This is an optimization exercise on Yosys and OpenROAD, whose aim is small area and a short achievable clock period, not a production implementation.
Where RTL was checked, it was by simulation tests only, not by an equivalence proof against the original.
The RTL of runs 6 and 7 was laid out without a check of its function.
Power is estimated from default activity; no workload was simulated.

`flow/config.mk`:
```
export PLATFORM = sky130hd
export DESIGN_NAME = folding_2
export DESIGN_NICKNAME = folding_2
export VERILOG_FILES = /design/flow/design.v
export SDC_FILE = /design/flow/constraint.sdc
export NUM_CORES = 4
export LEC_CHECK = 0
export ABC_CLOCK_PERIOD_IN_PS = 3000
export CAP_MARGIN = 20
export CORE_MARGIN = 2
export CORE_UTILIZATION = 40
export PLACE_DENSITY = 0.75
export SETUP_SLACK_MARGIN = 5
export SLEW_MARGIN = 20
export SYNTH_HIERARCHICAL = 1
export SYNTH_MINIMUM_KEEP_SIZE = 0
```
`flow/constraint.sdc`:
```
create_clock -name core_clock -period 8.0 [get_ports {clk}]
set_input_delay 1.6000 -clock core_clock [delete_from_list [all_inputs] [get_ports {clk}]]
set_output_delay 1.6000 -clock core_clock [all_outputs]
set_load 0.01 [all_outputs]
```
`flow/design.v`:
```
module folding_2(Xn,Yn,a,b,clk,switch,rst);
input [15:0] Xn,a,b;
input clk,switch,rst;
output reg [15:0] Yn;
reg ph;                   
reg phn;                  
reg rq;                   
reg [7:0] bone, btwo, bneg;    
reg [15:0] yo;            
reg [15:0] h2, h3;        
reg [15:0] h4;            
reg [15:0] as_, ac;       
wire sh = phn | rq;       
genvar gk, gi;
wire [255:0] bpn;         
wire [15:0] cn = rst ? 16'd0 : (switch ? b : a);    
wire [16:0] ce = {cn, 1'b0};
wire [7:0] eone, etwo, eneg;
generate for (gk = 0; gk < 8; gk = gk + 1) begin : g_bo
  assign eone[gk] = ce[2*gk+1] ^ ce[2*gk];
  assign etwo[gk] = (ce[2*gk+2] & ~ce[2*gk+1] & ~ce[2*gk]) | (~ce[2*gk+2] & ce[2*gk+1] & ce[2*gk]);
  assign eneg[gk] = ce[2*gk+2];
  bpp0 q0 (yo[0], bone[gk], bneg[gk], bpn[gk*16]);
  for (gi = 1; gi < 16 - 2*gk; gi = gi + 1) begin : g_bpi
    bpp q (yo[gi], yo[gi-1], bone[gk], btwo[gk], bneg[gk], bpn[gk*16 + gi]);
  end
end endgenerate
wire [15:0] asg = as_ & {16{ph}};       
wire [15:0] acg = ac & {16{ph}};
wire [15:0] tsn, tcn, ysum;    
wire s1, k2;
wire s3, k4;
wire s5, k6;
wire s7, k8;
wire s9, k10;
wire s11, k12;
wire s13, k14;
wire s15, k16;
wire s17, k18;
wire s19, k20;
wire s21, k22;
wire s23, k24;
wire s25, k26;
wire s27, k28;
wire s29, k30;
wire s31, k32;
wire s33, k34;
wire s35, k36;
wire s37, k38;
wire s39, k40;
wire s41, k42;
wire s43, k44;
wire s45, k46;
wire s47, k48;
wire s49, k50;
wire s51, k52;
wire s53, k54;
wire s55, k56;
wire s57, k58;
wire s59, k60;
wire s61, k62;
wire s63, k64;
wire s65, k66;
wire s67, k68;
wire s69, k70;
wire s71, k72;
wire s73, k74;
wire s75, k76;
wire s77, k78;
wire s79, k80;
wire s81, k82;
wire s83, k84;
wire s85, k86;
wire s87, k88;
wire s89, k90;
wire s91, k92;
wire s93, k94;
wire s95, k96;
wire s97, k98;
wire s99, k100;
wire s101, k102;
wire s103, k104;
wire s105, k106;
wire s107, k108;
wire s109, k110;
wire s111, k112;
wire s113, k114;
wire s115, k116;
wire s117, k118;
wire s119, k120;
wire s121, k122;
wire s123, k124;
wire s125, k126;
wire s127, k128;
wire x129;
wire x130;
wire x131;
wire x132;
wire x133;
wire x134;
wire x135;
wire x136;
wire x137;
wire x138;
wire x139;
wire x140;
wire x141;
wire x142;
wire x143;
wire x144;
wire x145;
fa u0 (bneg[0], asg[0], acg[0], s1, k2);
fa u1 (asg[1], acg[1], bpn[1], s3, k4);
fa u2 (bneg[1], asg[2], acg[2], s5, k6);
fa u3 (bpn[2], bpn[16], s5, s7, k8);
fa u4 (asg[3], acg[3], bpn[3], s9, k10);
fa u5 (bpn[17], k6, s9, s11, k12);
fa u6 (bneg[2], asg[4], acg[4], s13, k14);
fa u7 (bpn[4], bpn[18], bpn[32], s15, k16);
fa u8 (s13, k10, s15, s17, k18);
fa u9 (asg[5], acg[5], bpn[5], s19, k20);
fa u10 (bpn[19], bpn[33], k14, s21, k22);
fa u11 (k16, s19, s21, s23, k24);
fa u12 (bneg[3], asg[6], acg[6], s25, k26);
fa u13 (bpn[6], bpn[20], bpn[34], s27, k28);
fa u14 (bpn[48], s25, k20, s29, k30);
fa u15 (s27, k22, s29, s31, k32);
fa u16 (asg[7], acg[7], bpn[7], s33, k34);
fa u17 (bpn[21], bpn[35], bpn[49], s35, k36);
fa u18 (k26, k28, s33, s37, k38);
fa u19 (s35, k30, s37, s39, k40);
fa u20 (bneg[4], asg[8], acg[8], s41, k42);
fa u21 (bpn[8], bpn[22], bpn[36], s43, k44);
fa u22 (bpn[50], bpn[64], s41, s45, k46);
fa u23 (k34, k36, s43, s47, k48);
fa u24 (s45, k38, s47, s49, k50);
fa u25 (asg[9], acg[9], bpn[9], s51, k52);
fa u26 (bpn[23], bpn[37], bpn[51], s53, k54);
fa u27 (bpn[65], k42, k44, s55, k56);
fa u28 (s51, s53, k46, s57, k58);
fa u29 (k48, s55, s57, s59, k60);
fa u30 (bneg[5], asg[10], acg[10], s61, k62);
fa u31 (bpn[10], bpn[24], bpn[38], s63, k64);
fa u32 (bpn[52], bpn[66], bpn[80], s65, k66);
fa u33 (s61, k52, k54, s67, k68);
fa u34 (s63, s65, k56, s69, k70);
fa u35 (s67, k58, s69, s71, k72);
fa u36 (asg[11], acg[11], bpn[11], s73, k74);
fa u37 (bpn[25], bpn[39], bpn[53], s75, k76);
fa u38 (bpn[67], bpn[81], k62, s77, k78);
fa u39 (k64, k66, s73, s79, k80);
fa u40 (s75, s77, k68, s81, k82);
fa u41 (s79, k70, s81, s83, k84);
fa u42 (bneg[6], asg[12], acg[12], s85, k86);
fa u43 (bpn[12], bpn[26], bpn[40], s87, k88);
fa u44 (bpn[54], bpn[68], bpn[82], s89, k90);
fa u45 (bpn[96], s85, k74, s91, k92);
fa u46 (k76, s87, s89, s93, k94);
fa u47 (k78, k80, s91, s95, k96);
fa u48 (s93, k82, s95, s97, k98);
fa u49 (asg[13], acg[13], bpn[13], s99, k100);
fa u50 (bpn[27], bpn[41], bpn[55], s101, k102);
fa u51 (bpn[69], bpn[83], bpn[97], s103, k104);
fa u52 (k86, k88, k90, s105, k106);
fa u53 (s99, s101, s103, s107, k108);
fa u54 (k92, k94, s105, s109, k110);
fa u55 (s107, k96, s109, s111, k112);
fa u56 (bneg[7], asg[14], acg[14], s113, k114);
fa u57 (bpn[14], bpn[28], bpn[42], s115, k116);
fa u58 (bpn[56], bpn[70], bpn[84], s117, k118);
fa u59 (bpn[98], bpn[112], s113, s119, k120);
fa u60 (k100, k102, k104, s121, k122);
fa u61 (s115, s117, s119, s123, k124);
fa u62 (k106, k108, s121, s125, k126);
fa u63 (s123, k110, s125, s127, k128);
xnr z0 (asg[15], acg[15], x129);
xnr z1 (x129, bpn[15], x130);
xnr z2 (bpn[29], bpn[43], x131);
xnr z3 (bpn[57], bpn[71], x132);
xnr z4 (bpn[85], bpn[99], x133);
xnr z5 (bpn[113], k114, x134);
xnr z6 (x130, x131, x135);
xnr z7 (x132, x133, x136);
xnr z8 (x134, k116, x137);
xnr z9 (k118, x135, x138);
xnr z10 (x136, x137, x139);
xnr z11 (k120, x138, x140);
xnr z12 (k122, x139, x141);
xnr z13 (x140, x141, x142);
xnr z14 (k124, x142, x143);
xnr z15 (k126, x143, x144);
xnr z16 (x144, k128, x145);
assign tsn = {x145, k112, k98, k84, k72, k60, k50, k40, k32, k24, k18, k12, k8, k4, k2, bpn[0]};
assign tcn = {1'b0, s127, s111, s97, s83, s71, s59, s49, s39, s31, s23, s17, s11, s7, s3, s1};
cpa u_cpa (as_, ac, h4, ysum);
always @(posedge clk) begin
  ph <= ~switch;
  phn <= switch;
  rq <= rst;
  bone <= eone;
  btwo <= etwo;
  bneg <= eneg;
  yo <= sh ? h2 : h4;
  as_ <= tsn;
  ac <= tcn;
  h4 <= phn ? h3 : Xn;
  if (sh) begin
    Yn <= (rst | rq) ? 16'd0 : ysum;
    h2 <= Yn;
    h3 <= h2;
  end
end
endmodule
module fa (a, b, c, s, co);
input a, b, c;
output s, co;
assign s = a ^ b ^ c;
assign co = (a & b) | (a & c) | (b & c);
endmodule
module xnr (an, bn, sn);
input an, bn;
output sn;
assign sn = an ^ bn;
endmodule
module bpp (y1, y0, one, two, neg, pn);
input y1, y0, one, two, neg;
output pn;
assign pn = ((y1 & one) | (y0 & two)) ^ neg;
endmodule
module bpp0 (y1, one, neg, pn);
input y1, one, neg;
output pn;
assign pn = (y1 & one) ^ neg;
endmodule
module cpa (s, c, x, y);
input [15:0] s, c, x;
output [15:0] y;
wire [15:0] rs, rc;
fa v0 (s[0], c[0], x[0], rs[0], rc[0]);
fa v1 (s[1], c[1], x[1], rs[1], rc[1]);
fa v2 (s[2], c[2], x[2], rs[2], rc[2]);
fa v3 (s[3], c[3], x[3], rs[3], rc[3]);
fa v4 (s[4], c[4], x[4], rs[4], rc[4]);
fa v5 (s[5], c[5], x[5], rs[5], rc[5]);
fa v6 (s[6], c[6], x[6], rs[6], rc[6]);
fa v7 (s[7], c[7], x[7], rs[7], rc[7]);
fa v8 (s[8], c[8], x[8], rs[8], rc[8]);
fa v9 (s[9], c[9], x[9], rs[9], rc[9]);
fa v10 (s[10], c[10], x[10], rs[10], rc[10]);
fa v11 (s[11], c[11], x[11], rs[11], rc[11]);
fa v12 (s[12], c[12], x[12], rs[12], rc[12]);
fa v13 (s[13], c[13], x[13], rs[13], rc[13]);
fa v14 (s[14], c[14], x[14], rs[14], rc[14]);
fa v15 (s[15], c[15], x[15], rs[15], );
assign rc[15] = 1'b0;
wire p0 = rs[0] ^ 1'b0;
wire g0 = rs[0] & 1'b0;
wire p1 = rs[1] ^ rc[0];
wire g1 = rs[1] & rc[0];
wire p2 = rs[2] ^ rc[1];
wire g2 = rs[2] & rc[1];
wire p3 = rs[3] ^ rc[2];
wire g3 = rs[3] & rc[2];
wire p4 = rs[4] ^ rc[3];
wire g4 = rs[4] & rc[3];
wire p5 = rs[5] ^ rc[4];
wire g5 = rs[5] & rc[4];
wire p6 = rs[6] ^ rc[5];
wire g6 = rs[6] & rc[5];
wire p7 = rs[7] ^ rc[6];
wire g7 = rs[7] & rc[6];
wire p8 = rs[8] ^ rc[7];
wire g8 = rs[8] & rc[7];
wire p9 = rs[9] ^ rc[8];
wire g9 = rs[9] & rc[8];
wire p10 = rs[10] ^ rc[9];
wire g10 = rs[10] & rc[9];
wire p11 = rs[11] ^ rc[10];
wire g11 = rs[11] & rc[10];
wire p12 = rs[12] ^ rc[11];
wire g12 = rs[12] & rc[11];
wire p13 = rs[13] ^ rc[12];
wire g13 = rs[13] & rc[12];
wire p14 = rs[14] ^ rc[13];
wire g14 = rs[14] & rc[13];
wire p15 = rs[15] ^ rc[14];
wire g15 = rs[15] & rc[14];
wire G0_1 = g1 | (p1 & g0);
wire G0_3 = g3 | (p3 & g2);
wire P0_3 = p3 & p2;
wire G0_5 = g5 | (p5 & g4);
wire P0_5 = p5 & p4;
wire G0_7 = g7 | (p7 & g6);
wire P0_7 = p7 & p6;
wire G0_9 = g9 | (p9 & g8);
wire P0_9 = p9 & p8;
wire G0_11 = g11 | (p11 & g10);
wire P0_11 = p11 & p10;
wire G0_13 = g13 | (p13 & g12);
wire P0_13 = p13 & p12;
wire G0_15 = g15 | (p15 & g14);
wire P0_15 = p15 & p14;
wire G1_2 = g2 | (p2 & G0_1);
wire G1_3 = G0_3 | (P0_3 & G0_1);
wire G1_6 = g6 | (p6 & G0_5);
wire P1_6 = p6 & P0_5;
wire G1_7 = G0_7 | (P0_7 & G0_5);
wire P1_7 = P0_7 & P0_5;
wire G1_10 = g10 | (p10 & G0_9);
wire P1_10 = p10 & P0_9;
wire G1_11 = G0_11 | (P0_11 & G0_9);
wire P1_11 = P0_11 & P0_9;
wire G1_14 = g14 | (p14 & G0_13);
wire P1_14 = p14 & P0_13;
wire G1_15 = G0_15 | (P0_15 & G0_13);
wire P1_15 = P0_15 & P0_13;
wire G2_4 = g4 | (p4 & G1_3);
wire G2_5 = G0_5 | (P0_5 & G1_3);
wire G2_6 = G1_6 | (P1_6 & G1_3);
wire G2_7 = G1_7 | (P1_7 & G1_3);
wire G2_12 = g12 | (p12 & G1_11);
wire P2_12 = p12 & P1_11;
wire G2_13 = G0_13 | (P0_13 & G1_11);
wire P2_13 = P0_13 & P1_11;
wire G2_14 = G1_14 | (P1_14 & G1_11);
wire P2_14 = P1_14 & P1_11;
wire G2_15 = G1_15 | (P1_15 & G1_11);
wire P2_15 = P1_15 & P1_11;
wire G3_8 = g8 | (p8 & G2_7);
wire G3_9 = G0_9 | (P0_9 & G2_7);
wire G3_10 = G1_10 | (P1_10 & G2_7);
wire G3_11 = G1_11 | (P1_11 & G2_7);
wire G3_12 = G2_12 | (P2_12 & G2_7);
wire G3_13 = G2_13 | (P2_13 & G2_7);
wire G3_14 = G2_14 | (P2_14 & G2_7);
wire G3_15 = G2_15 | (P2_15 & G2_7);
assign y = {p15, p14, p13, p12, p11, p10, p9, p8, p7, p6, p5, p4, p3, p2, p1, p0} ^ {G3_14, G3_13, G3_12, G3_11, G3_10, G3_9, G3_8, G2_7, G2_6, G2_5, G2_4, G1_3, G1_2, G0_1, g0, 1'b0};
endmodule
```
`flow/flow/run.sh`:
```
#!/bin/bash
# Own flow: the standard ORFS flow (standard.sh), with these changes:
#  - ports are buffered with sky130_fd_sc_hd__buf_1 (the resizer upsizes them where timing needs it)
#  - CTS uses clkbuf_4/clkbuf_8 and inserts no dummy loads
# Each step's output goes to its own log in the work folder (ORFS also keeps its logs in orfs/logs).
set -euo pipefail
export BUFFER_PORTS_ARGS="-buffer_cell sky130_fd_sc_hd__buf_1"
export CTS_ARGS="-sink_clustering_enable -repair_clock_nets -dont_use_dummy_load -buf_list {sky130_fd_sc_hd__clkbuf_4 sky130_fd_sc_hd__clkbuf_8}"
net="$PWD/orfs/results/sky130hd/folding_2/base/1_2_yosys.v"
bash standard.sh "$net" > synth.log 2>&1
n=$(grep -c 'sky130_fd_sc_hd__a22oi_2 ' "$net" || true)
sed -i 's/sky130_fd_sc_hd__a22oi_2 /sky130_fd_sc_hd__a22oi_1 /' "$net"
echo "swapped $n a22oi_2 for a22oi_1" > swap.log
bash standard.sh > standard.log 2>&1
```
`flow/standard.sh`:
```
#!/bin/bash
# synth_recipe.tcl (not shown) runs the flow's synth.tcl, then flattens the netlist and writes it again
# the make line also repeats each setting of config.mk as NAME=value (left out here)
make -C /OpenROAD-flow-scripts/flow DESIGN_CONFIG=/design/flow/config.mk WORK_HOME=/design/flow/orfs CLKGATE_MAP_FILE= SYNTH_SCRIPT=/design/flow/synth_recipe.tcl "${@:-finish}"
```
==> flow_summary.toml, run 1 <==
[placement]
port_buffers = 66
hpwl_microns = 12300
placed_area_sq_um = 8610
gp_congestion = 0.881
dp.cells = 963

[sta]
min_period_ns = 2.95
slew-limit-headroom_pct = 28.4
rsz0062_at_grt = "yes"
hold_viol_final = 0
worst_pin_slew_ns = 1.07
setup_tns_ns = 0
min_period_over_period_pct = 36.9
setup_viol = 0
finalMaxSlewViolations = 0
timing.hold.ws_ns = 0.440
clock.fmax_ghz = 0.339
skew_ns = 0.0145

[drt]
firstDrtPassIters = 5
drt-total-wl_microns = 16500
drt_iter0_markers = 300
wl_met3_microns = 873
vias = 5058
wl_per_cell_microns = 16.8
route.detailed.drc = 0
wl_met2_microns = 8030
ant_nets = 0
viasPerCell = 5.16
wl_met1_microns = 7270
top_layer_used = "met4"

[flow_run]
drv_cap = 0

[final_layout]
diodes = 0
multi_input_area_sq_um = 4770
final_nets = 861
fillers = 1881
final_area_sq_um = 8940
regArea_sq_um = 3310
syn_to_final_growth_pct = 10.3
instances_no_fill = 981
layout_common_cells = "fa_1 (83), xnor2_1 (74), buf_1 (65)"
drive_gt1_share_pct = 13.6
final_common_cell = "fa_1"

[global_routing]
grt_usage_pct = 16.0
grt_pass1_wl_microns = 26600
grt.overflow.total = 0
grt_pass1_vias = 5161
antenna_found_initial = 0
grt_max_degree = 49

[critical_path]
path_max_fanout = 5
crit_type = "reg -> reg"
cp_data_arrival_time_ns = 3.28
crit_chain = "a22oi_1 > xnor2_1 > fa_1 > fa_1 > fa_1 > fa_1 > xor2_1"
cp-start-kind = "flop"
critPathMaxStageDelay_ns = 0.55
end_kind = "flop"
cp_common_cell = "fa_1"
crit_slowest_cell = "fa_1"
worstPathRequired_ns = 8.33
rr_worst_depth = 7

[clock_tree]
clockRootBuffer = "clkbuf_8"
clockBufferDepth = 2
clkLatencyLatePin_ns = 0.45
cts_tree = "done"
clk_pin_slew_ns = 0.07
cts_buffers = 17
clock-sinks = 138
h-tree-depth = 4

[synth]
synth_area_per_cell_sq_um = 12.6
synth_cells = 641
ys_warn_count = 7
syn_area_sq_um = 8110

[worst_hold_path]
min_path_type = "reg -> reg"
hold_depth = 0

[pwr]
netSwitchingFraction_pct = 40.8
p_int_mw = 2.18
clkPwrFrac_pct = 11.2
p_per_area_nw_per_um2 = 411
seqPwrFrac_pct = 33.5
power_switching_mw = 1.50
vdd_drop_max_mv = 0.202
p_leak_nw = 3.39
pwr-share-comb_pct = 55.3

[die]
die_h_microns = 146
core_sq_um = 20000
fp.dieW_microns = 146
initial_core_util_pct = 40.5
ioPinCount = 67
die_area_sq_um = 21400
num_rows = 52

[status]
status = "timing/DRC/antenna clean"
==> layout make-up <==
cell class                      instances  share of cell area, %
Tap cell                              270                   3.78
Inverter                                8                  0.336
Sequential cell                       138                   37.0
Timing Repair Buffer                   68                   2.95
Clock buffer                           17                   2.62
Multi-Input combinational cell        480                   53.4
==> worst paths after layout <==
path	start	to	slack, ns
setup / recovery	yo[11]$_DFF_P_	as_[15]$_DFF_P_	5.05
hold / removal	Yn[11]$_SDFFCE_PP0N_	h2[11]$_DFFE_PN_	0.44
setup reg to reg	yo[11]$_DFF_P_	as_[15]$_DFF_P_	5.05
hold reg to reg	Yn[11]$_SDFFCE_PP0N_	h2[11]$_DFFE_PN_	0.44
==> worst max-delay path, delay by kind of cell (launching register included) <==
family,cells,cell delay [ns]
AO/OA/AOI/OAI,1,0.16
adder cells (fa/ha/maj),4,1.85
XOR/XNOR,2,0.32
flip-flops,1,0.49
==> power groups by stage <==
stage / logic (mW) / registers, mW / clock network [mW]
2_1_floorplan: 1.55 / 1.17 / 0
3_3_place_gp: 1.92 / 1.23 / 0
3_5_place_dp: 1.99 / 1.23 / 0
4_1_cts: 2.02 / 1.23 / 0.426
5_1_grt: 2.30 / 1.26 / 0.450
6_report: 2.03 / 1.23 / 0.411
==> stage by stage <==
stage / setup slack (ns) / utilization, % / power [mW]
finish: 5.05 / 44.6 / 3.67
global route: 4.98 / 44.6 / 4.01
CTS: 4.94 / 44.2 / 3.67
detailed placement: 4.72 / 43.0 / 3.23
global placement: 4.87 / 43.0 / 3.15
floorplan: 5.09 / - / 2.72
==> flip-flops by register name, summed over array words and instances, names as in the netlist, 15 cells and up <==
signal  cells
Yn         16
ac         15
as_        16
h2         16
h3         16
h4         16
yo         16
==> routing by layer <==
| layer | vias up | track usage, % |
|---|---|---|
| li1 | 2372 | - |
| met1 | 2503 | 21.2 |
| met2 | 157 | 25.9 |
| met3 | 26 | 4.63 |
| met4 | 0 | 4.27 |
| met5 | - | 0 |
==> repair_timing <==
action                                  in CTS  in global routing
endpoints found under the setup margin      10                  7
hold buffers                                 0                  0
pin swaps                                    0                  5
setup buffers                                0                  1
gates resized for setup                     12                 30
==> run 2, diff against run 1 <==
--- a/flow/config.mk
+++ b/flow/config.mk
@@ -9,8 +9,7 @@
 export CAP_MARGIN = 20
 export CORE_MARGIN = 2
 export CORE_UTILIZATION = 40
-export PLACE_DENSITY = 0.75
-export SETUP_SLACK_MARGIN = 5
+export SETUP_SLACK_MARGIN = 4.8
 export SLEW_MARGIN = 20
 export SYNTH_HIERARCHICAL = 1
 export SYNTH_MINIMUM_KEEP_SIZE = 0
==> run 2 against run 1 <==
Total power is 1.6% lower; sequential power hardly changed; worst hold slack better by 0.0058 ns; clock skew is 0.026 ns higher; largest power group unchanged; still clean on timing, DRC and antenna; sequential cell count stayed put; clock-buffer cell count stayed put.
==> flow_summary.toml, run 2 <==
[critical_path]
rr_worst_depth = 7
timing.rr.start = "yo[4]$_DFF_P_"
r2r_end = "as_[15]$_DFF_P_"
crit_type = "reg -> reg"
path_max_fanout = 12
regToRegSetupSlack_ns = 4.92
worstPathRequired_ns = 8.33
cp_data_arrival_time_ns = 3.41
cp-start-kind = "flop"
end_kind = "flop"

[pwr]
clkPwrFrac_pct = 11.6
seqPwrFrac_pct = 33.6
power_switching_mw = 1.48
p_leak_nw = 3.39
pwr-share-comb_pct = 54.7
p_int_mw = 2.13
power.total_mw = 3.62
vdd_drop_max_mv = 0.192
netSwitchingFraction_pct = 41.0
p_per_area_nw_per_um2 = 406

[drt]
vias = 5031
route.detailed.drc = 0
wl_met1_microns = 7900
ant_nets = 0
top_layer_used = "met4"
wl_met2_microns = 7950
firstDrtPassIters = 5
drt-total-wl_microns = 16900
wl_per_cell_microns = 17.2
wl_met3_microns = 832
viasPerCell = 5.11
drt_iter0_markers = 248

[sta]
setup_tns_ns = 0
skew_ns = 0.0406
timing.hold.ws_ns = 0.446
setup_viol = 0
hold_viol_final = 0
slew-limit-headroom_pct = 48.1
finalMaxSlewViolations = 0
worst_pin_slew_ns = 0.778
min_period_over_period_pct = 38.5
min_period_ns = 3.08
clock.fmax_ghz = 0.325
rsz0062_at_grt = "yes"

[final_layout]
final_nets = 864
final_area_sq_um = 8910
layout_common_cells = "fa_1 (83), xnor2_1 (75), dfxtp_1 (74)"
diodes = 0
syn_to_final_growth_pct = 9.96
final_util_pct = 44.5
final_common_cell = "fa_1"
drive_gt1_share_pct = 11.9

[clock_tree]
ctsResizeCount = 5
clockBufferDepth = 2
clkLatencyLatePin_ns = 0.47
postCtsSetupRepairBufs = 0
h-tree-depth = 4
clockRootBuffer = "clkbuf_8"
cts_buffers = 17
clock-sinks = 138
clk_pin_slew_ns = 0.06
ctsHoldBuffers = 0
cts_tree = "done"

[worst_hold_path]
hold_depth = 0
hp-start = "h2[5]$_DFFE_PN_"
min_path_type = "reg -> reg"
min_to = "h3[5]$_DFFE_PN_"

[synth]
synth_area_per_cell_sq_um = 12.6
syn_area_sq_um = 8110
synth_cells = 641
ys_warn_count = 7

[die]
ioPinCount = 67
die_area_sq_um = 21400
initial_core_util_pct = 40.5
fp.dieW_microns = 146
num_rows = 52
core_sq_um = 20000
die_h_microns = 146

[status]
status = "timing/DRC/antenna clean"

[global_routing]
grt_max_degree = 49
grt.overflow.total = 0
grt_pass1_vias = 5246
grt_pass1_wl_microns = 28200
antenna_found_initial = 0
grt_usage_pct = 16.9

[placement]
gp_congestion = 0.850
placed_area_sq_um = 8630
hpwl_microns = 12500
port_buffers = 66

[flow_run]
drv_cap = 0
[run 2: final cells by class]
type                       instances  area, sq um
tap                              270          338
timing repair buffer              71          299
sequential                       138         3260
clock buffer                      17          234
multi-input combinational        480         4750
fill                            1916        11100
inverter                           8         30.0
[run 2: critical path: stages, from the launching register on]
cell	delay (ns)
dfxtp_1	0.63
a22oi_1	0.19
xnor2_1	0.22
fa_1	0.49
fa_1	0.42
fa_1	0.43
fa_1	0.41
xor2_1	0.17
[run 2: worst max path at each step]
stage                         start  slack, ns  depth (start not counted)               to
finish                yo[4]$_DFF_P_       4.92                          7  as_[15]$_DFF_P_
detailed placement       ph$_DFF_P_       4.65                          6  as_[15]$_DFF_P_
global placement         ph$_DFF_P_       4.73                          6  as_[15]$_DFF_P_
CTS                 bone[1]$_DFF_P_       4.83                          7  as_[15]$_DFF_P_
floorplan           bneg[0]$_DFF_P_       4.95                          6  as_[15]$_DFF_P_
global route          yo[4]$_DFF_P_       4.80                          7  as_[15]$_DFF_P_
[run 2: layer usage]
layer	track usage (%)	up-vias
li1	-	2378
met5	0	-
met1	23.5	2479
met4	5.44	0
met2	26.7	154
met3	3.53	20
[run 2: metrics by stage]
step                std cells  setup WS [ns]
global route              984           4.80
floorplan                 642           4.95
CTS                       983           4.83
global placement          966           4.73
finish                    984           4.92
detailed placement        966           4.65
[run 2: power groups by stage]
| stage | registers (mW) | logic [mW] | clock network [mW] |
|---|---|---|---|
| 2_1_floorplan | 1.17 | 1.55 | 0 |
| 3_3_place_gp | 1.22 | 1.93 | 0 |
| 3_5_place_dp | 1.23 | 1.99 | 0 |
| 4_1_cts | 1.22 | 2.01 | 0.437 |
| 5_1_grt | 1.25 | 2.27 | 0.464 |
| 6_report | 1.22 | 1.98 | 0.420 |
==> run 3, diff against run 2 <==
--- a/flow/config.mk
+++ b/flow/config.mk
@@ -8,8 +8,9 @@
 export ABC_CLOCK_PERIOD_IN_PS = 3000
 export CAP_MARGIN = 20
 export CORE_MARGIN = 2
-export CORE_UTILIZATION = 40
-export SETUP_SLACK_MARGIN = 4.8
+export CORE_UTILIZATION = 55
+export PLACE_DENSITY = 0.75
+export SETUP_SLACK_MARGIN = 5
 export SLEW_MARGIN = 20
 export SYNTH_HIERARCHICAL = 1
 export SYNTH_MINIMUM_KEEP_SIZE = 0
==> run 3 against run 2 <==
Global-route usage increased by 5.7 points; worst setup slack improved by 0.15 ns; critical path depth unchanged; sequential cell count unchanged; critical endpoint unchanged; largest power group unchanged.
==> flow_summary.toml, run 3 <==
[pwr]
p_per_area_nw_per_um2 = 420
power.total_mw = 3.75
p_leak_nw = 3.42
vdd_drop_max_mv = 0.248

[placement]
placed_area_sq_um = 8510
gp_congestion = 0.866
dp.cells = 877
hpwl_microns = 11900
post-place-ws_ns = 4.63
port_buffers = 66

[global_routing]
grt_pass1_wl_microns = 27700
grt.overflow.total = 0
grt_pass1_vias = 5567
grt_usage_pct = 22.6
grt_max_degree = 49
antenna_found_initial = 0

[critical_path]
timing.rr.start = "yo[7]$_DFF_P_"
cp-start-kind = "flop"
cp_common_cell = "fa_1"
crit_type = "reg -> reg"
crit_chain = "a22oi_1 > xnor2_1 > fa_1 > fa_1 > fa_1 > fa_1 > xor2_1"
crit_slowest_cell = "fa_1"
cp_data_arrival_time_ns = 3.28
cp_top_family = "adder cells"
worstPathRequired_ns = 8.35
worstPathBufferInverterCount = 0
crit_path_start = "yo[7]$_DFF_P_"
path_max_fanout = 9
critPathMaxStageDelay_ns = 0.50
end_kind = "flop"

[final_layout]
layout_common_cells = "fa_1 (83), xnor2_1 (74), buf_1 (65)"
final_common_cell = "fa_1"
syn_to_final_growth_pct = 10.0
final_area_sq_um = 8920
drive_gt1_share_pct = 14.5
instances_no_fill = 901
diodes = 0
final_util_pct = 61.6
final_nets = 867

[sta]
hold_viol_final = 0
min_period_ns = 2.93
skew_ns = 0.0226
finalMaxSlewViolations = 0
setup_viol = 0
setup_slack_ns = 5.07
slew-limit-headroom_pct = 34.2
worst_pin_slew_ns = 0.985
clock.fmax_ghz = 0.341
rsz0062_at_grt = "no"
min_period_over_period_pct = 36.7
timing.hold.ws_ns = 0.447
setup_tns_ns = 0

[die]
num_rows = 44
ioPinCount = 67
die_h_microns = 125
fp.dieW_microns = 125
initial_core_util_pct = 56.0
die_area_sq_um = 15700
core_sq_um = 14500

[drt]
wl_met3_microns = 780
ant_nets = 0
top_layer_used = "met4"
viasPerCell = 5.70
wl_met2_microns = 8340
route.detailed.drc = 0
wl_per_cell_microns = 18.6
firstDrtPassIters = 6
wl_met1_microns = 7200
drt_iter0_markers = 334
drt-total-wl_microns = 16800
vias = 5136

[clock_tree]
cts_tree = "done"
clk_pin_slew_ns = 0.07
cts_buffers = 17
ctsHoldBuffers = 0
clockBufferDepth = 2
clkLatencyLatePin_ns = 0.46
clock-sinks = 138
clockRootBuffer = "clkbuf_8"
h-tree-depth = 4

[synth]
syn_area_sq_um = 8110
synth_area_per_cell_sq_um = 12.6
ys_warn_count = 7
synth_cells = 641

[flow_run]
drv_cap = 0

[worst_hold_path]
hp-start = "Yn[5]$_SDFFCE_PP0N_"
min_path_type = "reg -> reg"

[status]
status = "timing/DRC/antenna clean"
[run 3: where the power goes]
group | internal, mW | switching, mW | total, mW
registers | 1.01 | 0.219 | 1.23
clock network | 0.186 | 0.227 | 0.413
logic | 1.01 | 1.10 | 2.11
[run 3: what timing repair did]
action / 4_1_cts / 5_1_grt
gates resized for setup: 21 / 24
pin swaps: 0 / 6
setup endpoints to repair: 13 / 4
setup buffers: 0 / 7
gates cloned: 0 / 0
endpoints found under the hold margin: 0 / 0
[run 3: worst paths after layout]
kind	to	slack, ns	cells after the start
hold / removal	h2[5]$_DFFE_PN_	0.45	0
setup reg to reg	as_[15]$_DFF_P_	5.07	7
hold reg to reg	h2[5]$_DFFE_PN_	0.45	0
setup / recovery	as_[15]$_DFF_P_	5.07	7
[run 3: metal layers]
| layer | track usage, % | vias to the layer above |
|---|---|---|
| li1 | - | 2383 |
| met1 | 29.1 | 2568 |
| met4 | 9.93 | 0 |
| met5 | 0 | - |
| met2 | 36.5 | 146 |
| met3 | 5.65 | 39 |
[run 3: cell type report]
| type | instances | area (sq um) |
|---|---|---|
| clock buffers | 17 | 234 |
| fillers | 1158 | 5560 |
| inverters | 8 | 30.0 |
| multi-input cells | 480 | 4810 |
| flip-flops and latches | 138 | 3310 |
| well taps | 184 | 230 |
| repair buffers | 74 | 309 |
[run 3: worst register-to-register path, cell delays in order (launching register included)]
cell and delay, ns:
dfxtp_2 0.45, a22oi_1 0.14, xnor2_1 0.23, fa_1 0.48, fa_1 0.44, fa_1 0.50
fa_1 0.41, xor2_1 0.17
==> run 4, diff against run 3 <==
--- a/flow/config.mk
+++ b/flow/config.mk
@@ -8,8 +8,8 @@
 export ABC_CLOCK_PERIOD_IN_PS = 3000
 export CAP_MARGIN = 20
 export CORE_MARGIN = 2
-export CORE_UTILIZATION = 55
-export PLACE_DENSITY = 0.75
+export CORE_UTILIZATION = 40
+export CTS_BUF_LIST = sky130_fd_sc_hd__clkbuf_4 sky130_fd_sc_hd__clkbuf_8
 export SETUP_SLACK_MARGIN = 5
 export SLEW_MARGIN = 20
 export SYNTH_HIERARCHICAL = 1
==> run 4 against run 3 <==
Still clean; worst hold slack got worse by 0.0016 ns; worst setup slack improved by 0.033 ns; via count decreased by 1.9%; total power decreased by 2.6%; register-to-register slack improved by 0.03 ns; synthesized area unchanged; sequential share of layout area decreased by 0.50 points; largest cell class unchanged; largest power group unchanged.
==> flow_summary.toml, run 4 <==
[status]
status = "timing/DRC/antenna clean"

[global_routing]
grt_usage_pct = 16.4
grt_pass1_vias = 5292
grt_max_degree = 49
grt.overflow.total = 0
antenna_found_initial = 0
grt_pass1_wl_microns = 27800

[sta]
hold_viol_final = 0
setup_tns_ns = 0
skew_ns = 0.0312
min_period_ns = 2.90
setup_slack_ns = 5.10
slew-limit-headroom_pct = 42.2
min_period_over_period_pct = 36.2
setup_viol = 0
finalMaxSlewViolations = 0
timing.hold.ws_ns = 0.445
clock.fmax_ghz = 0.345
rsz0062_at_grt = "no"
worst_pin_slew_ns = 0.866

[placement]
hpwl_microns = 12300
gp_congestion = 0.843
dp.cells = 965
post-place-ws_ns = 4.68
port_buffers = 66
placed_area_sq_um = 8630

[clock_tree]
h-tree-depth = 4
clkLatencyLatePin_ns = 0.44
clockRootBuffer = "clkbuf_8"
ctsHoldBuffers = 0
cts_buffers = 17
clk_pin_slew_ns = 0.06
clock-sinks = 138
clockBufferDepth = 2
cts_tree = "done"

[critical_path]
worstPathRequired_ns = 8.30
cp_data_arrival_time_ns = 3.20
crit_path_start = "yo[11]$_DFF_P_"
path_max_fanout = 5
cp-start-kind = "flop"
timing.rr.start = "yo[11]$_DFF_P_"
end_kind = "flop"
crit_type = "reg -> reg"

[drt]
vias = 5039
drt_iter0_markers = 300
viasPerCell = 5.07
route.detailed.drc = 0
ant_nets = 0
wl_per_cell_microns = 16.9
firstDrtPassIters = 5
drt-total-wl_microns = 16800

[pwr]
vdd_drop_max_mv = 0.200
p_per_area_nw_per_um2 = 402
netSwitchingFraction_pct = 40.6
p_leak_nw = 3.46
clkPwrFrac_pct = 11.4
power_switching_mw = 1.48
seqPwrFrac_pct = 33.4
p_int_mw = 2.17
power.total_mw = 3.65
pwr-share-comb_pct = 55.2

[final_layout]
layout_common_cells = "fa_1 (83), xnor2_1 (75), buf_1 (65)"
instances_no_fill = 994
syn_to_final_growth_pct = 12.0
final_nets = 874
final_area_sq_um = 9080
diodes = 0
final_util_pct = 45.3
drive_gt1_share_pct = 14.8
final_common_cell = "fa_1"

[die]
fp.dieW_microns = 146
core_sq_um = 20000
num_rows = 52
die_h_microns = 146
ioPinCount = 67
initial_core_util_pct = 40.5
die_area_sq_um = 21400

[worst_hold_path]
hp-start = "Yn[9]$_SDFFCE_PP0N_"
min_path_type = "reg -> reg"

[flow_run]
drv_cap = 0

[synth]
synth_cells = 641
ys_warn_count = 7
syn_area_sq_um = 8110
synth_area_per_cell_sq_um = 12.6
==> run 4: metal layers <==
| layer | GRT usage [%] | up-vias | wire length (microns) |
|---|---|---|---|
| met1 | 23.0 | 2485 | 8040 |
| li1 | - | 2404 | - |
| met3 | 3.09 | 12 | 642 |
| met4 | 5.73 | 0 | 253 |
| met2 | 25.8 | 138 | 7890 |
| met5 | 0 | - | 0 |
==> run 4: worst paths after layout <==
path	to	slack [ns]	cells past startpoint
hold reg to reg	h2[9]$_DFFE_PN_	0.45	0
setup / recovery	as_[15]$_DFF_P_	5.10	7
setup reg to reg	as_[15]$_DFF_P_	5.10	7
hold / removal	h2[9]$_DFFE_PN_	0.45	0
==> run 4: critical path: stages, from the launching register on <==
cell and delay, ns:
dfxtp_1 0.48, a22oi_1 0.16, xnor2_1 0.17, fa_1 0.51, fa_1 0.43, fa_1 0.48
fa_1 0.39, xor2_1 0.17
==> run 4: what timing repair did <==
item | 4_1_cts | 5_1_grt
gates cloned | 0 | 0
pin swaps | 1 | 5
resized for setup | 23 | 23
buffers inserted | 1 | 11
endpoints found under the setup margin | 13 | 6
==> run 4: area by class of cell <==
class | count | area (sq um)
clock buffer | 17 | 234
timing repair buffer | 81 | 387
inverter | 8 | 31.3
tap | 270 | 338
multi-input combinational | 480 | 4770
fill | 1857 | 11000
sequential | 138 | 3320
==> run 4: power groups by stage <==
| stage | Combinational (mW) | Clock, mW | Sequential (mW) |
|---|---|---|---|
| 2_1_floorplan | 1.55 | 0 | 1.17 |
| 3_3_place_gp | 1.91 | 0 | 1.23 |
| 3_5_place_dp | 1.97 | 0 | 1.23 |
| 4_1_cts | 2.00 | 0.429 | 1.22 |
| 5_1_grt | 2.29 | 0.455 | 1.25 |
| 6_report | 2.02 | 0.416 | 1.22 |
==> run 5, diff against run 4 <==
==> flow/flow/run.sh (replaced) <==
#!/bin/bash
# Own flow: the standard ORFS flow (standard.sh), with these changes:
#  - ports are buffered with sky130_fd_sc_hd__buf_1 (the resizer upsizes them where timing needs it)
#  - CTS uses clkbuf_4/clkbuf_8, no sink clustering, and inserts no dummy loads
# Each step's output goes to its own log in the work folder (ORFS also keeps its logs in orfs/logs).
set -euo pipefail
export BUFFER_PORTS_ARGS="-buffer_cell sky130_fd_sc_hd__buf_1"
export CTS_ARGS="-repair_clock_nets -dont_use_dummy_load -buf_list {sky130_fd_sc_hd__clkbuf_4 sky130_fd_sc_hd__clkbuf_8}"
net="$PWD/orfs/results/sky130hd/folding_2/base/1_2_yosys.v"
bash standard.sh "$net" > synth.log 2>&1
n=$(grep -c 'sky130_fd_sc_hd__a22oi_2 ' "$net" || true)
sed -i 's/sky130_fd_sc_hd__a22oi_2 /sky130_fd_sc_hd__a22oi_1 /' "$net"
echo "swapped $n a22oi_2 for a22oi_1" > swap.log
bash standard.sh > standard.log 2>&1
==> run 5 against run 4 <==
Largest power group unchanged; synthesized area unchanged; synthesized cell count stayed put; still clean; clock power about the same; cell count is the same; largest cell class unchanged; combinational power is essentially flat; die area is the same; register-to-register slack about the same; first-iteration DRC count is the same.
==> flow_summary.toml, run 5 <==
[sta]
skew_ns = 0.0312
setup_tns_ns = 0
rsz0062_at_grt = "no"
finalMaxSlewViolations = 0
min_period_ns = 2.90
slew-limit-headroom_pct = 42.2
setup_viol = 0
worst_pin_slew_ns = 0.866
timing.hold.ws_ns = 0.445
hold_viol_final = 0
min_period_over_period_pct = 36.2
clock.fmax_ghz = 0.345

[die]
fp.dieW_microns = 146
die_area_sq_um = 21400
num_rows = 52
die_h_microns = 146
ioPinCount = 67
initial_core_util_pct = 40.5
core_sq_um = 20000

[critical_path]
worstPathRequired_ns = 8.30
cp-start-kind = "flop"
cp_data_arrival_time_ns = 3.20
crit_type = "reg -> reg"
path_max_fanout = 5
end_kind = "flop"

[final_layout]
diodes = 0
fillers = 1857
syn_to_final_growth_pct = 12.0
drive_gt1_share_pct = 14.8
final_nets = 874
final_common_cell = "fa_1"
layout_common_cells = "fa_1 (83), xnor2_1 (75), buf_1 (65)"
multi_input_area_sq_um = 4770
final_util_pct = 45.3
regArea_sq_um = 3320

[clock_tree]
clk_pin_slew_ns = 0.06
ctsHoldBuffers = 0
clkLatencyLatePin_ns = 0.44
cts_buffers = 17
clockRootBuffer = "clkbuf_8"
cts_tree = "done"
clockBufferDepth = 2
clock-sinks = 138
h-tree-depth = 4

[global_routing]
grt_pass1_wl_microns = 27800
grt.overflow.total = 0
grt_pass1_vias = 5292
grt_max_degree = 49
grt_usage_pct = 16.4
antenna_found_initial = 0

[drt]
viasPerCell = 5.07
ant_nets = 0
drt-total-wl_microns = 16800
drt_iter0_markers = 300
vias = 5039
wl_per_cell_microns = 16.9
firstDrtPassIters = 5
route.detailed.drc = 0

[pwr]
power.total_mw = 3.65
vdd_drop_max_mv = 0.200
p_per_area_nw_per_um2 = 402
p_leak_nw = 3.46

[placement]
port_buffers = 66
hpwl_microns = 12300
gp_congestion = 0.843

[synth]
ys_warn_count = 7
syn_area_sq_um = 8110
synth_area_per_cell_sq_um = 12.6
synth_cells = 641

[worst_hold_path]
min_path_type = "reg -> reg"

[status]
status = "timing/DRC/antenna clean"

[flow_run]
drv_cap = 0
[run 5: layout make-up]
| cell class | instances | area share (%) |
|---|---|---|
| multi-input combinational | 480 | 52.5 |
| sequential | 138 | 36.6 |
| timing repair buffer | 81 | 4.26 |
| tap | 270 | 3.72 |
| clock buffer | 17 | 2.58 |
| inverter | 8 | 0.345 |
[run 5: final timing paths]
check	cells after the start	slack, ns	from	endpoint
min reg2reg	0	0.45	Yn[9]$_SDFFCE_PP0N_	h2[9]$_DFFE_PN_
max reg2reg	7	5.10	yo[11]$_DFF_P_	as_[15]$_DFF_P_
max	7	5.10	yo[11]$_DFF_P_	as_[15]$_DFF_P_
min	0	0.45	Yn[9]$_SDFFCE_PP0N_	h2[9]$_DFFE_PN_
[run 5: repair_timing]
item / 4_1_cts / 5_1_grt
setup buffers: 1 / 11
pin swaps: 1 / 5
resized for setup: 23 / 23
setup endpoints to repair: 13 / 6
[run 5: stage by stage]
step	std cells	setup slack, ns	instance area (sq um)
after floorplan	642	5.09	8110
after global placement	965	4.76	8630
after detailed placement	965	4.68	8630
after CTS	983	4.99	8910
after global routing	994	5.00	9080
final	994	5.10	9080
[run 5: critical path, stage by stage, from the launching register on]
cell     delay (ns)
dfxtp_1        0.48
a22oi_1        0.16
xnor2_1        0.17
fa_1           0.51
fa_1           0.43
fa_1           0.48
fa_1           0.39
xor2_1         0.17
[run 5: report_power, final]
part / internal [mW] / total (mW) / switching (mW)
registers: 1.01 / 1.22 / 0.210
clock network: 0.187 / 0.416 / 0.229
logic: 0.970 / 2.02 / 1.05
[run 5: metal layers]
metal  vias to the layer above  part of all wire, %  GRT usage, %
li1                       2404                    -             -
met1                      2485                   48          23.0
met2                       138                   47          25.8
met3                        12                  3.8          3.09
met4                         0                  1.5          5.73
met5                         -                    0             0
==> run 6, diff against run 5 <==
--- a/flow/design.v
+++ b/flow/design.v
@@ -285,54 +285,42 @@
 wire g14 = rs[14] & rc[13];
 wire p15 = rs[15] ^ rc[14];
 wire g15 = rs[15] & rc[14];
-wire G0_1 = g1 | (p1 & g0);
-wire G0_3 = g3 | (p3 & g2);
-wire P0_3 = p3 & p2;
-wire G0_5 = g5 | (p5 & g4);
-wire P0_5 = p5 & p4;
-wire G0_7 = g7 | (p7 & g6);
-wire P0_7 = p7 & p6;
-wire G0_9 = g9 | (p9 & g8);
-wire P0_9 = p9 & p8;
-wire G0_11 = g11 | (p11 & g10);
-wire P0_11 = p11 & p10;
-wire G0_13 = g13 | (p13 & g12);
-wire P0_13 = p13 & p12;
-wire G0_15 = g15 | (p15 & g14);
-wire P0_15 = p15 & p14;
-wire G1_2 = g2 | (p2 & G0_1);
-wire G1_3 = G0_3 | (P0_3 & G0_1);
-wire G1_6 = g6 | (p6 & G0_5);
-wire P1_6 = p6 & P0_5;
-wire G1_7 = G0_7 | (P0_7 & G0_5);
-wire P1_7 = P0_7 & P0_5;
-wire G1_10 = g10 | (p10 & G0_9);
-wire P1_10 = p10 & P0_9;
-wire G1_11 = G0_11 | (P0_11 & G0_9);
-wire P1_11 = P0_11 & P0_9;
-wire G1_14 = g14 | (p14 & G0_13);
-wire P1_14 = p14 & P0_13;
-wire G1_15 = G0_15 | (P0_15 & G0_13);
-wire P1_15 = P0_15 & P0_13;
-wire G2_4 = g4 | (p4 & G1_3);
-wire G2_5 = G0_5 | (P0_5 & G1_3);
-wire G2_6 = G1_6 | (P1_6 & G1_3);
-wire G2_7 = G1_7 | (P1_7 & G1_3);
-wire G2_12 = g12 | (p12 & G1_11);
-wire P2_12 = p12 & P1_11;
-wire G2_13 = G0_13 | (P0_13 & G1_11);
-wire P2_13 = P0_13 & P1_11;
-wire G2_14 = G1_14 | (P1_14 & G1_11);
-wire P2_14 = P1_14 & P1_11;
-wire G2_15 = G1_15 | (P1_15 & G1_11);
-wire P2_15 = P1_15 & P1_11;
-wire G3_8 = g8 | (p8 & G2_7);
-wire G3_9 = G0_9 | (P0_9 & G2_7);
-wire G3_10 = G1_10 | (P1_10 & G2_7);
-wire G3_11 = G1_11 | (P1_11 & G2_7);
-wire G3_12 = G2_12 | (P2_12 & G2_7);
-wire G3_13 = G2_13 | (P2_13 & G2_7);
-wire G3_14 = G2_14 | (P2_14 & G2_7);
-wire G3_15 = G2_15 | (P2_15 & G2_7);
-assign y = {p15, p14, p13, p12, p11, p10, p9, p8, p7, p6, p5, p4, p3, p2, p1, p0} ^ {G3_14, G3_13, G3_12, G3_11, G3_10, G3_9, G3_8, G2_7, G2_6, G2_5, G2_4, G1_3, G1_2, G0_1, g0, 1'b0};
+wire G1 = g1 | (p1 & g0);
+wire G2 = g3 | (p3 & g2);
+wire P2 = p3 & p2;
+wire G3 = g5 | (p5 & g4);
+wire P3 = p5 & p4;
+wire G4 = g7 | (p7 & g6);
+wire P4 = p7 & p6;
+wire G5 = g9 | (p9 & g8);
+wire P5 = p9 & p8;
+wire G6 = g11 | (p11 & g10);
+wire P6 = p11 & p10;
+wire G7 = g13 | (p13 & g12);
+wire P7 = p13 & p12;
+wire G8 = g15 | (p15 & g14);
+wire P8 = p15 & p14;
+wire G9 = G2 | (P2 & G1);
+wire G10 = G4 | (P4 & G3);
+wire P10 = P4 & P3;
+wire G11 = G6 | (P6 & G5);
+wire P11 = P6 & P5;
+wire G12 = G8 | (P8 & G7);
+wire P12 = P8 & P7;
+wire G13 = G10 | (P10 & G9);
+wire G14 = G12 | (P12 & G11);
+wire P14 = P12 & P11;
+wire G15 = G14 | (P14 & G13);
+wire G16 = G11 | (P11 & G13);
+wire G17 = G3 | (P3 & G9);
+wire G18 = G5 | (P5 & G13);
+wire G19 = G7 | (P7 & G16);
+wire G20 = g2 | (p2 & G1);
+wire G21 = g4 | (p4 & G9);
+wire G22 = g6 | (p6 & G17);
+wire G23 = g8 | (p8 & G13);
+wire G24 = g10 | (p10 & G18);
+wire G25 = g12 | (p12 & G16);
+wire G26 = g14 | (p14 & G19);
+assign y = {p15, p14, p13, p12, p11, p10, p9, p8, p7, p6, p5, p4, p3, p2, p1, p0} ^ {G26, G19, G25, G16, G24, G18, G23, G13, G22, G17, G21, G9, G20, G1, g0, 1'b0};
 endmodule
==> flow/flow/run.sh (replaced) <==
#!/bin/bash
# Own flow: the standard ORFS flow (standard.sh), with these changes:
#  - ports are buffered with sky130_fd_sc_hd__buf_1 (the resizer upsizes them where timing needs it)
#  - CTS uses clkbuf_4/clkbuf_8 and inserts no dummy loads
# Each step's output goes to its own log in the work folder (ORFS also keeps its logs in orfs/logs).
set -euo pipefail
export BUFFER_PORTS_ARGS="-buffer_cell sky130_fd_sc_hd__buf_1"
export CTS_ARGS="-sink_clustering_enable -repair_clock_nets -dont_use_dummy_load -buf_list {sky130_fd_sc_hd__clkbuf_4 sky130_fd_sc_hd__clkbuf_8}"
net="$PWD/orfs/results/sky130hd/folding_2/base/1_2_yosys.v"
bash standard.sh "$net" > synth.log 2>&1
n=$(grep -c 'sky130_fd_sc_hd__a22oi_2 ' "$net" || true)
sed -i 's/sky130_fd_sc_hd__a22oi_2 /sky130_fd_sc_hd__a22oi_1 /' "$net"
echo "swapped $n a22oi_2 for a22oi_1" > swap.log
bash standard.sh > standard.log 2>&1
==> run 6 against run 5 <==
Sequential cell count is the same; wire length shrank 0.31%; combinational power shrank 5%; first-iteration DRC count shrank 9.3%; non-clock buffer count shrank 3; core utilization grew 0.60 points.
==> flow_summary.toml, run 6 <==
[status]
status = "timing/DRC/antenna clean"

[sta]
min_period_ns = 2.94
setup_tns_ns = 0
setup_slack_ns = 5.06
slew-limit-headroom_pct = 30.1
skew_ns = 0.0244
min_period_over_period_pct = 36.8
rsz0062_at_grt = "yes"
timing.hold.ws_ns = 0.442
hold_viol_final = 0
worst_pin_slew_ns = 1.05
clock.fmax_ghz = 0.340
finalMaxSlewViolations = 0
setup_viol = 0

[critical_path]
end_kind = "flop"
critPathMaxStageDelay_ns = 0.54
cp-start-kind = "flop"
path_max_fanout = 3
crit_chain = "fa_1 > ha_4 > o211ai_1 > o21a_2 > a211o_1 > a32oi_2 > fa_1 > and2_1"
cp_data_arrival_time_ns = 3.15
crit_type = "reg -> reg"
crit_slowest_cell = "fa_1"
worstPathRequired_ns = 8.21
cp_common_cell = "fa_1"

[global_routing]
grt_util_met3_pct = 3.76
grt_use_met2_pct = 25.9
grt_max_degree = 49
use_met1_pct = 21.8
antenna_found_initial = 0
grt.overflow.total = 0
grt_usage_pct = 16.2
grt_pass1_wl_microns = 26700
grt_pass1_vias = 5115
grt_busiest_layer = "met2"

[die]
initial_core_util_pct = 40.9
die_area_sq_um = 21200
fp.dieW_microns = 146
core_sq_um = 19600
die_h_microns = 146
ioPinCount = 67
num_rows = 51

[clock_tree]
clockBufferDepth = 2
clk_pin_slew_ns = 0.07
cts_tree = "done"
clockRootBuffer = "clkbuf_8"
clkLatencyLatePin_ns = 0.45
h-tree-depth = 4
ctsHoldBuffers = 0
clock-sinks = 138
cts_buffers = 17

[final_layout]
regArea_sq_um = 3330
final_common_cell = "fa_1"
multi_input_area_sq_um = 4700
layout_common_cells = "fa_1 (86), xnor2_1 (78), buf_1 (65)"
final_nets = 854
diodes = 0
fillers = 1827
drive_gt1_share_pct = 15.3
syn_to_final_growth_pct = 12.1

[drt]
ant_nets = 0
firstDrtPassIters = 5
route.detailed.drc = 0
viasPerCell = 5.04
vias = 4872
drt-total-wl_microns = 16800
drt_iter0_markers = 272
wl_per_cell_microns = 17.4

[placement]
post-place-ws_ns = 4.62
port_buffers = 66
hpwl_microns = 12100
gp_congestion = 0.871

[synth]
synth_cells = 620
ys_warn_count = 7
syn_area_sq_um = 8020
synth_area_per_cell_sq_um = 12.9

[pwr]
p_per_area_nw_per_um2 = 395
p_leak_nw = 3.40
power.total_mw = 3.55
vdd_drop_max_mv = 0.163

[flow_run]
drv_cap = 0

[worst_hold_path]
min_path_type = "reg -> reg"
run 6: power breakdown:
part	internal, mW	switching, mW
clock network	0.187	0.229
registers	1.01	0.213
logic	0.948	0.962
total	2.15	1.40
run 6: cell type report:
cell class | instances | area share, %
clock buffers | 17 | 2.60
inverters | 13 | 0.556
multi-input cells | 455 | 52.2
flip-flops and latches | 138 | 37.0
well taps | 265 | 3.69
repair buffers | 78 | 3.88
run 6: final timing paths:
path,startpoint,endpoint,slack [ns],depth (start not counted)
setup / recovery,ac[3]$_DFF_P_,Yn[14]$_SDFFCE_PP0N_,5.06,8
hold / removal,h2[11]$_DFFE_PN_,h3[11]$_DFFE_PN_,0.44,0
setup reg to reg,ac[3]$_DFF_P_,Yn[14]$_SDFFCE_PP0N_,5.06,8
hold reg to reg,h2[11]$_DFFE_PN_,h3[11]$_DFFE_PN_,0.44,0
run 6: metrics by stage:
| step | std cells | area (sq um) | utilization (%) |
|---|---|---|---|
| 4_1_cts | 957 | 8860 | 45.2 |
| 6_report | 966 | 8990 | 45.9 |
| 3_3_place_gp | 939 | 8540 | 43.6 |
| 2_1_floorplan | 621 | 8030 | - |
| 5_1_grt | 966 | 8990 | 45.9 |
| 3_5_place_dp | 939 | 8540 | 43.6 |
run 6: layer usage:
metal	share of wire, %	vias to the layer above
met2	47	125
met1	47	2418
met3	4.7	20
met4	1.5	0
li1	-	2309
met5	0	-
run 6: worst max-delay path: cells and delay by family (launching register included):
kind                       cells  cell delay, ns
AOI/OAI and AO/OA              4            0.90
adders and majority gates      3            1.31
DFF                            1            0.33
and+or+nand+nor                1            0.15
run 6: repair_timing:
item | in CTS | in global routing
pin swaps | 7 | 8
gates resized for setup | 36 | 19
setup endpoints to repair | 14 | 3
buffers inserted | 1 | 9
==> run 7, diff against run 6 <==
==> flow/flow/run.sh (replaced) <==
#!/bin/bash
# Own flow: the standard ORFS flow (standard.sh) with two changes:
#  - ports are buffered with sky130_fd_sc_hd__buf_1 (the resizer upsizes them where timing needs it)
#  - CTS uses clkbuf_4/clkbuf_8 and inserts no dummy loads
# Every tool's output goes to standard.log in the work folder (ORFS also keeps its own logs in orfs/logs).
set -euo pipefail
export BUFFER_PORTS_ARGS="-buffer_cell sky130_fd_sc_hd__buf_1"
export CTS_ARGS="-sink_clustering_enable -repair_clock_nets -dont_use_dummy_load -buf_list {sky130_fd_sc_hd__clkbuf_4 sky130_fd_sc_hd__clkbuf_8}"
bash standard.sh > standard.log 2>&1
==> run 7 against run 6 <==
Sequential power increased by 3%; synthesized area increased by 4.0%; register-to-register slack got worse by 0.02 ns; worst setup slack got worse by 0.023 ns; combinational power about the same; fmax decreased by 0.76%; clock skew decreased by 0.0020 ns; total power increased by 0.85%; critical path type unchanged; critical endpoint is now as_[15]$_DFF_P_.
==> flow_summary.toml, run 7 <==
[clock_tree]
h-tree-depth = 4
clkLatencyLatePin_ns = 0.46
clockBufferDepth = 2
cts_buffers = 17
cts_tree = "done"
ctsHoldBuffers = 0
clk_pin_slew_ns = 0.07
clockRootBuffer = "clkbuf_8"
clock-sinks = 138

[placement]
dp.cells = 945
hpwl_microns = 12600
gp_congestion = 0.808
port_buffers = 66
post-place-ws_ns = 4.64
placed_area_sq_um = 8870

[final_layout]
layout_common_cells = "fa_1 (86), xnor2_1 (78), buf_1 (65)"
multi_input_area_sq_um = 5000
final_nets = 860
diodes = 0
final_area_sq_um = 9320
fillers = 1861
syn_to_final_growth_pct = 11.7
drive_gt1_share_pct = 24.8
regArea_sq_um = 3310
final_common_cell = "fa_1"
instances_no_fill = 977
final_util_pct = 45.8

[sta]
worst_pin_slew_ns = 1.01
slew-limit-headroom_pct = 32.5
finalMaxSlewViolations = 0
hold_viol_final = 0
min_period_ns = 2.97
setup_slack_ns = 5.03
setup_tns_ns = 0
min_period_over_period_pct = 37.1
timing.hold.ws_ns = 0.438
clock.fmax_ghz = 0.337
skew_ns = 0.0224
rsz0062_at_grt = "yes"
setup_viol = 0

[synth]
synth-seq-cells = 138
yosys.area.top_type = "dfxtp_1"
synth_common_cells = "dfxtp_1 (90), fa_1 (87), xnor2_1 (78)"
async_flop_share_pct = 0
synth_most_common_cell = "dfxtp_1"
synth-edff-count = 48
yosysTopAreaCellShare_pct = 21.6
ys_warn_count = 7
synth-seq-area-share_pct = 38.9
synth_cell_types = 36
syn_area_sq_um = 8340
synth_area_per_cell_sq_um = 13.5
synth_area_leaders = "dfxtp_1 (22%), fa_1 (21%), edfxtp_1 (17%)"
synth_cells = 620
dominantRegCellSynth = "dfxtp_1"

[critical_path]
path_max_fanout = 3
cp-start-kind = "flop"
regToRegSetupSlack_ns = 5.03
r2r_end = "as_[15]$_DFF_P_"
worstPathRequired_ns = 8.33
cp_data_arrival_time_ns = 3.29
rr_worst_depth = 7
end_kind = "flop"
timing.rr.start = "yo[13]$_DFF_P_"
crit_type = "reg -> reg"

[status]
status = "timing/DRC/antenna clean"

[die]
die_h_microns = 148
fp.dieW_microns = 148
initial_core_util_pct = 41.0
die_area_sq_um = 22000
ioPinCount = 67
num_rows = 52
core_sq_um = 20400

[global_routing]
grt_max_degree = 49
grt_pass1_vias = 5188
grt_usage_pct = 16.8
grt.overflow.total = 0
grt_pass1_wl_microns = 28100
antenna_found_initial = 0

[worst_hold_path]
hold_depth = 0
min_to = "h3[1]$_DFFE_PN_"
hp-start = "h2[1]$_DFFE_PN_"
min_path_type = "reg -> reg"

[flow_run]
drv_cap = 0

[drt]
wl_per_cell_microns = 17.8
vias = 4898
firstDrtPassIters = 4
viasPerCell = 5.01
drt-total-wl_microns = 17400
ant_nets = 0
drt_iter0_markers = 210
route.detailed.drc = 0

[pwr]
p_per_area_nw_per_um2 = 385
p_leak_nw = 3.45
power.total_mw = 3.58
vdd_drop_max_mv = 0.124
==> run 7: modules after synthesis, one instance, submodules excluded <==
module | area (sq um) | copies in the design | cells inside | flops+latches
folding_2 | 4560 | 1 | 316 | 138
xnr | 8.76 | 17 | 1 | 0
bpp | 21.3 | 64 | 2 | 0
fa | 20.0 | 80 | 1 | 0
bpp0 | 12.5 | 8 | 2 | 0
cpa | 571 | 1 | 63 | 0
==> run 7: area by class of cell <==
cell class / count / share of cell area [%]
clock buffer: 17 / 2.51
inverter: 13 / 0.524
multi-input combinational: 455 / 53.6
sequential: 138 / 35.6
tap: 270 / 3.63
timing repair buffer: 84 / 4.12
==> run 7: logic make-up (layout without fill, tap and decap cells) <==
| kind of cell | Yosys count | count (layout) | synth area share (%) |
|---|---|---|---|
| buf+inv | 28 | 114 | 1.64 |
| fa+ha+maj | 100 | 100 | 22.8 |
| mux | 53 | 53 | 6.88 |
| flops | 138 | 138 | 38.9 |
| other cells | 1 | 2 | 0.0450 |
| compound gates | 94 | 94 | 12.1 |
| xor+xnor | 104 | 104 | 10.9 |
| simple gates | 102 | 102 | 6.66 |
==> run 7: worst max path at each step <==
stage                   start                   end  slack (ns)
2_1_floorplan   yo[3]$_DFF_P_       as_[15]$_DFF_P_        5.00
3_3_place_gp       ph$_DFF_P_       as_[15]$_DFF_P_        4.76
3_5_place_dp       ph$_DFF_P_       as_[15]$_DFF_P_        4.64
4_1_cts        as_[5]$_DFF_P_  Yn[14]$_SDFFCE_PP0N_        5.00
5_1_grt        yo[13]$_DFF_P_       as_[15]$_DFF_P_        4.96
6_report       yo[13]$_DFF_P_       as_[15]$_DFF_P_        5.03
==> run 7: layer usage <==
layer | routed length, microns | global-route usage, % | up-vias
li1 | - | - | 2326
met1 | 8660 | 23.9 | 2434
met2 | 7630 | 25.2 | 113
met3 | 663 | 3.74 | 25
met4 | 406 | 6.05 | 0
met5 | 0 | 0 | -
==> run 7: power by group <==
group	total, mW	switching, mW	internal [mW]
logic	1.90	0.933	0.963
registers	1.27	0.257	1.01
clock network	0.418	0.231	0.187
total	3.58	1.42	2.16
==> run 7: worst max-delay path, stage by stage (launching register included) <==
cell and delay (ns):
dfxtp_1 0.48, a22oi_2 0.13, xnor2_1 0.25, fa_1 0.50, fa_1 0.46, fa_1 0.48, fa_1 0.39, xor2_1 0.16
==> run 7: timing repair <==
| action | in CTS | in global routing |
|---|---|---|
| setup endpoints to repair | 13 | 5 |
| gates resized for setup | 34 | 8 |
| pin swaps | 7 | 2 |
| buffers inserted | 5 | 10 |

==> static timing again, ports no longer ideal <==
The results above use ideal ports. As a check the final layouts listed here were re-extracted and re-timed, cells and wires unchanged.
Step 1 (the two cells are an assumption about what drives the block):
set clk [get_ports {clk}]
set_driving_cell -lib_cell sky130_fd_sc_hd__clkbuf_16 $clk
set_driving_cell -lib_cell sky130_fd_sc_hd__buf_2 [delete_from_list [all_inputs] $clk]
Step 2 moves the port delays by t, midway between the first and last clock arrival at a register: inputs arrive t later, outputs are due t later. That takes back most of the time a late clock gives input paths.
a / b / c = ideal ports / drivers / drivers and shift; a / b = the first two.
run	t (ns)	slack for setup (ns)	worst register clock-pin slew, ns
run 1	0.480	5.051 / 5.051 / 4.874	0.07 / 0.07
run 2	0.485	4.920 / 4.920 / 4.829	0.09 / 0.09
run 3	0.488	5.067 / 5.067 / 4.854	0.08 / 0.08
run 4	0.463	5.100 / 5.100 / 4.821	0.09 / 0.09
run 5	0.463	5.100 / 5.100 / 4.821	0.09 / 0.09
run 6	0.482	5.056 / 5.056 / 4.824	0.08 / 0.08
run 7	0.489	5.033 / 5.033 / 4.832	0.08 / 0.08
After both steps every run listed still meets setup and hold.
